This design comes from an exercise in tuning for small area, a short achievable clock period and few clock cycles per item on the open sky130 flow, not from production work.
Only simulation tests tie the RTL to the original design; equivalence was not proved.
No activity file was given, so power comes from the tool's default toggle rates.

the baseline:
==> flow/design.v <==
module task3 (
    input  wire        clk,
    input  wire        rst,
    input  wire [2:0]  opcode,
    input  wire [7:0]  in2,
    input  wire [7:0]  in1,
    input  wire [7:0]  in0,
    output wire [23:0] result,
    output wire        done
);
    wire [7:0] a = in2, b = in1, c = in0;
    reg  [23:0] S, C;         
    reg  [7:0]  ar, yr;       
    reg  [10:0] xr;           
    reg  [1:0]  ph;           
    wire acc = (ph == 2'd0);
    assign done   = acc;
    wire [23:0] P = S + C;
    assign result = P;
    wire is0 = opcode == 3'd0, is1 = opcode == 3'd1, is2 = opcode == 3'd2, is3 = opcode == 3'd3;
    wire is4 = opcode == 3'd4, is5 = opcode == 3'd5, is6 = opcode == 3'd6, is7 = opcode == 3'd7;
    wire [23:0] bz = {16'd0, b};
    wire [23:0] cz = {16'd0, c};
    wire [23:0] bs = {{16{b[7]}}, b};
    wire [23:0] cs = {{16{c[7]}}, c};
    wire [23:0] shr = $signed(cs) >>> b;
    wire [1:0]  s7 = {1'b0, a[7]} + {1'b0, b[7]} + {1'b0, c[7]};
    wire nomul = acc & (is0 | is1 | is3);
    reg [15:0] X;
    reg [7:0]  Y;
    reg [23:0] F1, F2;
    reg        k1, k13;
    always @(*) begin
        X = 16'd0; Y = 8'd0; F1 = 24'd0; F2 = 24'd0; k1 = 1'b0; k13 = 1'b0;
        case (ph)
            2'd0: begin
                Y = is5 ? c : is6 ? 8'd1 : b;
                if (is0) begin F1 = bz;  F2 = cz; end
                if (is1) begin F1 = ~bz; F2 = cz; k1 = 1'b1; end
                if (is2) begin X = cs[15:0]; F2 = {17'd0, b[7], 6'd0}; end
                if (is3) F1 = shr;
                if (is4) begin X = bs[15:0]; F2 = {17'd0, b[7], 6'd0}; end
                if (is5) begin X = cs[15:0]; F2 = {17'd0, c[7], 6'd0}; end
                if (is6) begin X = {{8{a[7]}}, a}; F1 = bs; F2 = cs; end
                if (is7) begin X = ~{bs[13:0], 2'b00}; F1 = {bs[21:0], 2'b00};
                               F2 = {16'd0, s7, 6'd0}; k13 = 1'b1; end
            end
            2'd1: begin X = P[15:0]; Y = yr; F2 = {17'd0, yr[7], 6'd0}; end
            default: begin X = {{5{xr[10]}}, xr}; Y = yr; F1 = S; F2 = C; end
        endcase
    end
    wire [16:0] xe = {X[15], X};
    wire [8:0]  yb = {Y, 1'b0};
    wire [16:0] v0, v1, v2, v3;
    wire [3:0]  ng;
    genvar j;
    generate for (j = 0; j < 4; j = j + 1) begin : bth
        wire y2 = yb[2*j+2], y1 = yb[2*j+1], y0 = yb[2*j];
        wire one = y1 ^ y0;
        wire two = (y2 & ~y1 & ~y0) | (~y2 & y1 & y0);
        wire [16:0] sel = ({17{one}} & xe) | ({17{two}} & {xe[15:0], 1'b0});
        wire n = (j == 3) ? y2 & ~nomul : y2;
        wire [16:0] v = sel ^ {17{n}};
        assign ng[j] = n;
        if (j == 0) assign v0 = v;
        if (j == 1) assign v1 = v;
        if (j == 2) assign v2 = v;
        if (j == 3) assign v3 = v;
    end endgenerate
    wire [23:0] B0 = {5'd0, ~v0[16], v0[16], v0[16], v0[15:0]};
    wire [23:0] B1 = {3'd0, 1'b1, ~v1[16], v1[15:0], 1'b0, ng[0]};
    wire [23:0] B2 = {1'd0, 1'b1, ~v2[16], v2[15:0], 1'b0, ng[1], 1'b0, k1};
    wire [23:0] B3 = {1'b1, ~v3[16], v3[15:0], 1'b0, ng[2], k13, k13, 1'b0, k13};
    function [47:0] csa(input [23:0] x, input [23:0] y, input [23:0] z);
        csa = {x ^ y ^ z, ((x & y) | (x & z) | (y & z)) << 1};
    endfunction
    wire [23:0] s1, c1, s2, c2, s3, c3, s4, c4;
    assign {s1, c1} = csa(B0, B1, B2);
    assign {s2, c2} = csa(B3, F1, F2);
    assign {s3, c3} = csa(s1, c1, s2);
    assign {s4, c4} = csa(s3, c3, c2);
    always @(posedge clk) begin
        S <= s4;
        C <= c4;
        ar <= a;
        if (ph == 2'd2) begin
            yr <= ar;
            xr <= {ar[7], ar[7], ar[7], ar} * 11'sd5 + 11'sd8;
        end else begin
            yr <= c;
            xr <= {c[7], c[7], c[7], c} * 11'sd6 - 11'sd2;
        end
        if (rst) ph <= 2'd0;
        else case (ph)
            2'd0: ph <= is5 ? 2'd1 : is7 ? 2'd2 : 2'd0;
            2'd2: ph <= 2'd3;
            default: ph <= 2'd0;
        endcase
    end
endmodule
Settings: LEC_CHECK=0, ABC_AREA=1, CAP_MARGIN=20, CORE_MARGIN=2, CORE_UTILIZATION=40, SETUP_SLACK_MARGIN=5, SLEW_MARGIN=20, TNS_END_PERCENT=100; clock period 11.0 ns.
standard.sh (not shown) runs the stock make flow with config.mk's settings and CLKGATE_MAP_FILE= SYNTH_SCRIPT=/design/flow/synth_recipe.tcl, a recipe that flattens the netlist after the stock synthesis.
==> flow/flow/run.sh <==
#!/bin/bash
# Standard layout with port buffers of a faster cell and the timing repair
# aimed at a tighter setup margin. The make output goes to standard.log;
# each ORFS step's full log stays under orfs/logs.
set -o pipefail
bash standard.sh "BUFFER_PORTS_ARGS=-buffer_cell sky130_fd_sc_hd__buf_4" SETUP_SLACK_MARGIN=5.5 TNS_END_PERCENT=100 finish > standard.log 2>&1
The baseline went all the way through the flow, and no timing, DRC or antenna check failed.
Testbench counts of the baseline, summed over its fixed seeds: cycles 219,878, ops 160,000.
### the baseline -> the candidate
diff --git a/flow/design.v b/flow/design.v
--- a/flow/design.v
+++ b/flow/design.v
@@ -24,26 +24,24 @@
     wire [23:0] bs = {{16{b[7]}}, b};
     wire [23:0] cs = {{16{c[7]}}, c};
     wire [23:0] shr = $signed(cs) >>> b;
     wire [1:0]  s7 = {1'b0, a[7]} + {1'b0, b[7]} + {1'b0, c[7]};
-    wire nomul = acc & (is0 | is1 | is3);
     reg [15:0] X;
     reg [7:0]  Y;
     reg [23:0] F1, F2;
     reg        k1, k13;
     always @(*) begin
         X = 16'd0; Y = 8'd0; F1 = 24'd0; F2 = 24'd0; k1 = 1'b0; k13 = 1'b0;
         case (ph)
             2'd0: begin
-                Y = is5 ? c : is6 ? 8'd1 : b;
                 if (is0) begin F1 = bz;  F2 = cz; end
                 if (is1) begin F1 = ~bz; F2 = cz; k1 = 1'b1; end
-                if (is2) begin X = cs[15:0]; F2 = {17'd0, b[7], 6'd0}; end
+                if (is2) begin X = cs[15:0]; Y = b; F2 = {17'd0, b[7], 6'd0}; end
                 if (is3) F1 = shr;
-                if (is4) begin X = bs[15:0]; F2 = {17'd0, b[7], 6'd0}; end
-                if (is5) begin X = cs[15:0]; F2 = {17'd0, c[7], 6'd0}; end
-                if (is6) begin X = {{8{a[7]}}, a}; F1 = bs; F2 = cs; end
-                if (is7) begin X = ~{bs[13:0], 2'b00}; F1 = {bs[21:0], 2'b00};
+                if (is4) begin X = bs[15:0]; Y = b; F2 = {17'd0, b[7], 6'd0}; end
+                if (is5) begin X = cs[15:0]; Y = c; F2 = {17'd0, c[7], 6'd0}; end
+                if (is6) begin X = {{8{a[7]}}, a}; Y = 8'd1; F1 = bs; F2 = cs; end
+                if (is7) begin X = ~{bs[13:0], 2'b00}; Y = b; F1 = {bs[21:0], 2'b00};
                                F2 = {16'd0, s7, 6'd0}; k13 = 1'b1; end
             end
             2'd1: begin X = P[15:0]; Y = yr; F2 = {17'd0, yr[7], 6'd0}; end
             default: begin X = {{5{xr[10]}}, xr}; Y = yr; F1 = S; F2 = C; end
@@ -58,11 +56,10 @@
         wire y2 = yb[2*j+2], y1 = yb[2*j+1], y0 = yb[2*j];
         wire one = y1 ^ y0;
         wire two = (y2 & ~y1 & ~y0) | (~y2 & y1 & y0);
         wire [16:0] sel = ({17{one}} & xe) | ({17{two}} & {xe[15:0], 1'b0});
-        wire n = (j == 3) ? y2 & ~nomul : y2;
-        wire [16:0] v = sel ^ {17{n}};
-        assign ng[j] = n;
+        wire [16:0] v = sel ^ {17{y2}};
+        assign ng[j] = y2;
         if (j == 0) assign v0 = v;
         if (j == 1) assign v1 = v;
         if (j == 2) assign v2 = v;
         if (j == 3) assign v3 = v;
@@ -81,15 +78,15 @@
     assign {s4, c4} = csa(s3, c3, c2);
     always @(posedge clk) begin
         S <= s4;
         C <= c4;
-        ar <= a;
-        if (ph == 2'd2) begin
+        if (acc) begin
+            ar <= a;
+            yr <= c;
+            xr <= {c[7], c[7], c[7], c} * 11'sd6 - 11'sd2;
+        end else if (ph == 2'd2) begin
             yr <= ar;
             xr <= {ar[7], ar[7], ar[7], ar} * 11'sd5 + 11'sd8;
-        end else begin
-            yr <= c;
-            xr <= {c[7], c[7], c[7], c} * 11'sd6 - 11'sd2;
         end
         if (rst) ph <= 2'd0;
         else case (ph)
             2'd0: ph <= is5 ? 2'd1 : is7 ? 2'd2 : 2'd0;
[summary]
The baseline -> the candidate: HPWL reported at the end of detailed placement flat. [the candidate] wire length per cell fell about 1.2% relative to the baseline. The candidate ended up with a higher number of gates resized after cts than the baseline did. Between the baseline and the candidate, power consumed by combinational cells increased. From the baseline to the candidate the numbers moved as follows: instance count after placement with tap cells included rose 11, final period demand of the worst path rose 0.089 ns. Measured against each other, the baseline and the candidate differ in total power, the higher figure coming from the candidate. NOTE: xor and xnor area share after synthesis in the candidate falls short of that of the baseline.
Testbench counts of the candidate, summed over its fixed seeds: cycles 219,878, ops 160,000.

* * *

## run G
RTL: the design.v shown in full above, as it stands there.
==> flow/config.mk <==
export PLATFORM = sky130hd
export DESIGN_NAME = task3
export DESIGN_NICKNAME = task3
export VERILOG_FILES = /design/flow/design.v
export SDC_FILE = /design/flow/constraint.sdc
export NUM_CORES = 4
export LEC_CHECK = 0
export ABC_AREA = 1
export CAP_MARGIN = 20
export CORE_MARGIN = 2
export CORE_UTILIZATION = 40
export SETUP_SLACK_MARGIN = 5
export SLEW_MARGIN = 20
export TNS_END_PERCENT = 100
==> flow/constraint.sdc <==
create_clock -name core_clock -period 11.0 [get_ports {clk}]
set_input_delay 2.2000 -clock core_clock [delete_from_list [all_inputs] [get_ports {clk}]]
set_output_delay 2.2000 -clock core_clock [all_outputs]
set_load 0.01 [all_outputs]
==> flow/flow/run.sh <==
#!/bin/bash
# Standard layout with port buffers of a faster cell and the timing repair
# aimed at a tighter setup margin. The make output goes to standard.log;
# each ORFS step's full log stays under orfs/logs.
set -o pipefail
bash standard.sh "BUFFER_PORTS_ARGS=-buffer_cell sky130_fd_sc_hd__buf_4" SETUP_SLACK_MARGIN=5 TNS_END_PERCENT=100 finish > standard.log 2>&1
Testbench counts of run G, summed over its fixed seeds: cycles 219,878, ops 160,000.
Relative to run G, the following input files were edited for run C:
==> flow/design.v <==
module task3 (
    input  wire        clk,
    input  wire        rst,
    input  wire [2:0]  opcode,
    input  wire [7:0]  in2,
    input  wire [7:0]  in1,
    input  wire [7:0]  in0,
    output wire [23:0] result,
    output wire        done
);
    wire [7:0] a = in2, b = in1, c = in0;
    reg  [23:0] S, C;         
    reg  [7:0]  ar, yr;       
    reg  [10:0] xr;           
    reg  [1:0]  ph;           
    wire acc = (ph == 2'd0);
    assign done   = acc;
    wire [23:0] P = S + C;
    assign result = P;
    wire is0 = opcode == 3'd0, is1 = opcode == 3'd1, is2 = opcode == 3'd2, is3 = opcode == 3'd3;
    wire is4 = opcode == 3'd4, is5 = opcode == 3'd5, is6 = opcode == 3'd6, is7 = opcode == 3'd7;
    wire [23:0] bz = {16'd0, b};
    wire [23:0] cz = {16'd0, c};
    wire [23:0] bs = {{16{b[7]}}, b};
    wire [23:0] cs = {{16{c[7]}}, c};
    wire [23:0] shr = $signed(cs) >>> b;
    wire [1:0]  s7 = {1'b0, a[7]} + {1'b0, b[7]} + {1'b0, c[7]};
    reg [15:0] X;
    reg [7:0]  Y;
    reg [23:0] F1, F2;
    reg        k1, k13;
    always @(*) begin
        X = 16'd0; Y = 8'd0; F1 = 24'd0; F2 = 24'd0; k1 = 1'b0; k13 = 1'b0;
        case (ph)
            2'd0: begin
                if (is0) begin F1 = bz;  F2 = cz; end
                if (is1) begin F1 = ~bz; F2 = cz; k1 = 1'b1; end
                if (is2) begin X = cs[15:0]; Y = b; F2 = {17'd0, b[7], 6'd0}; end
                if (is3) F1 = shr;
                if (is4) begin X = bs[15:0]; Y = b; F2 = {17'd0, b[7], 6'd0}; end
                if (is5) begin X = cs[15:0]; Y = c; F2 = {17'd0, c[7], 6'd0}; end
                if (is6) begin X = {{8{a[7]}}, a}; Y = 8'd1; F1 = bs; F2 = cs; end
                if (is7) begin X = ~{bs[13:0], 2'b00}; Y = b; F1 = {bs[21:0], 2'b00};
                               F2 = {16'd0, s7, 6'd0}; k13 = 1'b1; end
            end
            2'd1: begin X = P[15:0]; Y = yr; F2 = {17'd0, yr[7], 6'd0}; end
            default: begin X = {{5{xr[10]}}, xr}; Y = yr; F1 = S; F2 = C; end
        endcase
    end
    wire [16:0] xe = {X[15], X};
    wire [8:0]  yb = {Y, 1'b0};
    wire [16:0] v0, v1, v2, v3;
    wire [3:0]  ng;
    genvar j;
    generate for (j = 0; j < 4; j = j + 1) begin : bth
        wire y2 = yb[2*j+2], y1 = yb[2*j+1], y0 = yb[2*j];
        wire one = y1 ^ y0;
        wire two = (y2 & ~y1 & ~y0) | (~y2 & y1 & y0);
        wire [16:0] sel = ({17{one}} & xe) | ({17{two}} & {xe[15:0], 1'b0});
        wire [16:0] v = sel ^ {17{y2}};
        assign ng[j] = y2;
        if (j == 0) assign v0 = v;
        if (j == 1) assign v1 = v;
        if (j == 2) assign v2 = v;
        if (j == 3) assign v3 = v;
    end endgenerate
    wire [23:0] B0 = {5'd0, ~v0[16], v0[16], v0[16], v0[15:0]};
    wire [23:0] B1 = {3'd0, 1'b1, ~v1[16], v1[15:0], 1'b0, ng[0]};
    wire [23:0] B2 = {1'd0, 1'b1, ~v2[16], v2[15:0], 1'b0, ng[1], 1'b0, k1};
    wire [23:0] B3 = {1'b1, ~v3[16], v3[15:0], 1'b0, ng[2], k13, k13, 1'b0, k13};
    function [47:0] csa(input [23:0] x, input [23:0] y, input [23:0] z);
        csa = {x ^ y ^ z, ((x & y) | (x & z) | (y & z)) << 1};
    endfunction
    wire [23:0] s1, c1, s2, c2, s3, c3, s4, c4;
    assign {s1, c1} = csa(B0, B1, B2);
    assign {s2, c2} = csa(B3, F1, F2);
    assign {s3, c3} = csa(s1, c1, s2);
    assign {s4, c4} = csa(s3, c3, c2);
    always @(posedge clk) begin
        S <= s4;
        C <= c4;
        if (acc) begin
            ar <= a;
            yr <= c;
            xr <= {c[7], c[7], c[7], c} * 11'sd6 - 11'sd2;
        end else if (ph == 2'd2) begin
            yr <= ar;
            xr <= {ar[7], ar[7], ar[7], ar} * 11'sd5 + 11'sd8;
        end
        if (rst) ph <= 2'd0;
        else case (ph)
            2'd0: ph <= is5 ? 2'd1 : is7 ? 2'd2 : 2'd0;
            2'd2: ph <= 2'd3;
            default: ph <= 2'd0;
        endcase
    end
endmodule
==> comparison <==
- Largest clock skew in the final design across run C and run G: no real change.
- Run C vs run G: number of synthesized flops with an enable pin up
- Compared with run G, in run C critical path arrival shows a reduction of 0.05 ns; minimum setup slack in the final design shows an increase of 0.054 ns.
- Run G ended up with S[8] as its critical path capture point; run C ended up with S[7].
- Utilization: run C vs run G — no meaningful difference
- Delta(length of routed met3 wiring, run C - run G) < 0
Testbench counts of run C, summed over its fixed seeds: cycles 219,878, ops 160,000.

* * *

task3, a different RTL version from the one above (not shown whole).
Size in the first run: about 1200 cells after synthesis, ~54 I/O pins, ~8900 um2 of cells after synthesis.
==> module task3, before the edit <==
module task3 (
    input  wire        clk,
    input  wire        rst,
    input  wire [2:0]  opcode,
    input  wire [7:0]  in2,
    input  wire [7:0]  in1,
    input  wire [7:0]  in0,
    output wire [23:0] result,
    output wire        done
);
    wire [7:0] a = in2, b = in1, c = in0;
    reg  [23:0] S, C;         
    reg  [7:0]  ar, yr;       
    reg  [10:0] xr;           
    reg  [1:0]  ph;           
    wire acc = (ph == 2'd0);
    assign done   = acc;
    wire [23:0] P = S + C;
    assign result = P;
    wire is0 = opcode == 3'd0, is1 = opcode == 3'd1, is2 = opcode == 3'd2, is3 = opcode == 3'd3;
    wire is4 = opcode == 3'd4, is5 = opcode == 3'd5, is6 = opcode == 3'd6, is7 = opcode == 3'd7;
    wire [23:0] bz = {16'd0, b};
    wire [23:0] cz = {16'd0, c};
    wire [23:0] bs = {{16{b[7]}}, b};
    wire [23:0] cs = {{16{c[7]}}, c};
    wire [23:0] shr = $signed(cs) >>> b;
    wire [1:0]  s7 = {1'b0, a[7]} + {1'b0, b[7]} + {1'b0, c[7]};
    reg [15:0] X;
    reg [7:0]  Y;
    reg [23:0] F1, F2;
    reg        k1, k13;
    always @(*) begin
        X = 16'd0; Y = 8'd0; F1 = 24'd0; F2 = 24'd0; k1 = 1'b0; k13 = 1'b0;
        case (ph)
            2'd0: begin
                if (is0) begin F1 = bz;  F2 = cz; end
                if (is1) begin F1 = ~bz; F2 = cz; k1 = 1'b1; end
                if (is2) begin X = cs[15:0]; Y = b; F2 = {17'd0, b[7], 6'd0}; end
                if (is3) F1 = shr;
                if (is4) begin X = bs[15:0]; Y = b; F2 = {17'd0, b[7], 6'd0}; end
                if (is5) begin X = cs[15:0]; Y = c; F2 = {17'd0, c[7], 6'd0}; end
                if (is6) begin X = {{8{a[7]}}, a}; Y = 8'd1; F1 = bs; F2 = cs; end
                if (is7) begin X = ~{bs[13:0], 2'b00}; Y = b; F1 = {bs[21:0], 2'b00};
                               F2 = {16'd0, s7, 6'd0}; k13 = 1'b1; end
            end
            2'd1: begin X = P[15:0]; Y = yr; F2 = {17'd0, yr[7], 6'd0}; end
            default: begin X = {{5{xr[10]}}, xr}; Y = yr; F1 = S; F2 = C; end
        endcase
    end
    wire [16:0] xe = {X[15], X};
    wire [8:0]  yb = {Y, 1'b0};
    wire [16:0] v0, v1, v2, v3;
    wire [3:0]  ng;
    genvar j;
    generate for (j = 0; j < 4; j = j + 1) begin : bth
        wire y2 = yb[2*j+2], y1 = yb[2*j+1], y0 = yb[2*j];
        wire one = y1 ^ y0;
        wire two = (y2 & ~y1 & ~y0) | (~y2 & y1 & y0);
        wire [16:0] sel = ({17{one}} & xe) | ({17{two}} & {xe[15:0], 1'b0});
        wire [16:0] v = sel ^ {17{y2}};
        assign ng[j] = y2;
        if (j == 0) assign v0 = v;
        if (j == 1) assign v1 = v;
        if (j == 2) assign v2 = v;
        if (j == 3) assign v3 = v;
    end endgenerate
    wire [23:0] B0 = {5'd0, ~v0[16], v0[16], v0[16], v0[15:0]};
    wire [23:0] B1 = {3'd0, 1'b1, ~v1[16], v1[15:0], 1'b0, ng[0]};
    wire [23:0] B2 = {1'd0, 1'b1, ~v2[16], v2[15:0], 1'b0, ng[1], 1'b0, k1};
    wire [23:0] B3 = {1'b1, ~v3[16], v3[15:0], 1'b0, ng[2], k13, k13, 1'b0, k13};
    function [47:0] csa(input [23:0] x, input [23:0] y, input [23:0] z);
        csa = {x ^ y ^ z, ((x & y) | (x & z) | (y & z)) << 1};
    endfunction
    wire [23:0] s1, c1, s2, c2, s3, c3, s4, c4;
    assign {s1, c1} = csa(B0, B1, B2);
    assign {s2, c2} = csa(B3, F1, F2);
    assign {s3, c3} = csa(s1, c1, s2);
    assign {s4, c4} = csa(s3, c3, c2);
    always @(posedge clk) begin
        S <= s4;
        C <= c4;
        ar <= a;
        if (ph == 2'd2) begin
            yr <= ar;
            xr <= {ar[7], ar[7], ar[7], ar} * 11'sd5 + 11'sd8;
        end else begin
            yr <= c;
            xr <= {c[7], c[7], c[7], c} * 11'sd6 - 11'sd2;
        end
        if (rst) ph <= 2'd0;
        else case (ph)
            2'd0: ph <= is5 ? 2'd1 : is7 ? 2'd2 : 2'd0;
            2'd2: ph <= 2'd3;
            default: ph <= 2'd0;
        endcase
    end
endmodule
Settings: LEC_CHECK=0, ABC_AREA=1, CAP_MARGIN=20, CORE_MARGIN=2, CORE_UTILIZATION=40, SETUP_SLACK_MARGIN=5, SLEW_MARGIN=20, TNS_END_PERCENT=100; clock period 11.0 ns.
==> flow/flow/run.sh <==
#!/bin/bash
# Standard layout with port buffers of a faster cell and the timing repair
# aimed at a tighter setup margin. The make output goes to standard.log;
# each ORFS step's full log stays under orfs/logs.
set -o pipefail
bash standard.sh "BUFFER_PORTS_ARGS=-buffer_cell sky130_fd_sc_hd__buf_1" SETUP_SLACK_MARGIN=5.5 TNS_END_PERCENT=100 finish > standard.log 2>&1
Testbench counts at the start, summed over its fixed seeds: cycles 219,878, ops 160,000.
Edit:
--- a/flow/design.v
+++ b/flow/design.v
@@ -26,4 +26,5 @@
     wire [23:0] shr = $signed(cs) >>> b;
     wire [1:0]  s7 = {1'b0, a[7]} + {1'b0, b[7]} + {1'b0, c[7]};
+    wire nomul = acc & (is0 | is1 | is3);
     reg [15:0] X;
     reg [7:0]  Y;
@@ -34,12 +35,13 @@
         case (ph)
             2'd0: begin
+                Y = is5 ? c : is6 ? 8'd1 : b;
                 if (is0) begin F1 = bz;  F2 = cz; end
                 if (is1) begin F1 = ~bz; F2 = cz; k1 = 1'b1; end
-                if (is2) begin X = cs[15:0]; Y = b; F2 = {17'd0, b[7], 6'd0}; end
+                if (is2) begin X = cs[15:0]; F2 = {17'd0, b[7], 6'd0}; end
                 if (is3) F1 = shr;
-                if (is4) begin X = bs[15:0]; Y = b; F2 = {17'd0, b[7], 6'd0}; end
-                if (is5) begin X = cs[15:0]; Y = c; F2 = {17'd0, c[7], 6'd0}; end
-                if (is6) begin X = {{8{a[7]}}, a}; Y = 8'd1; F1 = bs; F2 = cs; end
-                if (is7) begin X = ~{bs[13:0], 2'b00}; Y = b; F1 = {bs[21:0], 2'b00};
+                if (is4) begin X = bs[15:0]; F2 = {17'd0, b[7], 6'd0}; end
+                if (is5) begin X = cs[15:0]; F2 = {17'd0, c[7], 6'd0}; end
+                if (is6) begin X = cs[15:0]; F1 = bs; F2 = {{16{a[7]}}, a}; end
+                if (is7) begin X = ~{bs[13:0], 2'b00}; F1 = {bs[21:0], 2'b00};
                                F2 = {16'd0, s7, 6'd0}; k13 = 1'b1; end
             end
@@ -58,6 +60,7 @@
         wire two = (y2 & ~y1 & ~y0) | (~y2 & y1 & y0);
         wire [16:0] sel = ({17{one}} & xe) | ({17{two}} & {xe[15:0], 1'b0});
-        wire [16:0] v = sel ^ {17{y2}};
-        assign ng[j] = y2;
+        wire n = (j == 3) ? y2 & ~nomul : y2;
+        wire [16:0] v = sel ^ {17{n}};
+        assign ng[j] = n;
         if (j == 0) assign v0 = v;
         if (j == 1) assign v1 = v;
=>
- die area hardly moves
- worst setup slack improved by 0.081 ns
- final cell count goes down by 3.2%
- wire length decreases by 1.9%
- area after synthesis hardly moves
- global-route usage went up by 0.31 points
- sequential share of layout area is higher by 0.47 points
- total power shrinks by 0.51%
- worst hold slack is better by 0.014 ns
- count of clock-buffer cells in the layout shrinks by 1
- critical path depth is unchanged
- clock power rises by 8.0%
- utilization came out lower by 1.5 points
Testbench counts after the change, summed over its fixed seeds: cycles 219,878, ops 160,000.

## separate check: timing with driven ports
The results above use ideal ports. As a check the final layouts listed here were re-extracted and re-timed, cells and wires unchanged.
Step 1 sets driving cells, clkbuf_16 on the clock port and buf_2 on the other inputs (assumed; they add their load-dependent delay and slew).
Step 2 adds t to the input delays and takes it off the output delays; t is the mean of the earliest and latest rising clock arrival at the registers after step 1. Input paths then give back, and output paths get back, about the clock's delay inside the block.
a / b / c = ideal / step 1 / step 2; a / b = the first two.
| run | t (ns) | slack for setup (ns) | worst setup path at the end | worst slew at a driven data input, ns |
|---|---|---|---|---|
| the baseline | 0.392 | 5.640 / 5.641 / 5.250 | input to register | 0.05 |
| the candidate | 0.395 | 5.551 / 5.542 / 5.148 | input to register | 0.06 |
| run G | 0.389 | 5.162 / 5.180 / 4.792 | input to register | 0.04 |
| run C | 0.394 | 5.217 / 5.239 / 4.845 | input to register | 0.04 |
| the first run of note 3 | 0.390 | 5.556 / 5.581 / 5.191 | input to register | 0.04 |
| the second run of note 3 | 0.395 | 5.637 / 5.662 / 5.267 | input to register | 0.04 |
After both steps every run listed still meets setup and hold. For the candidate, which loses most, drivers alone change the setup slack by -0.009 ns; drivers and shift together by -0.403 ns.
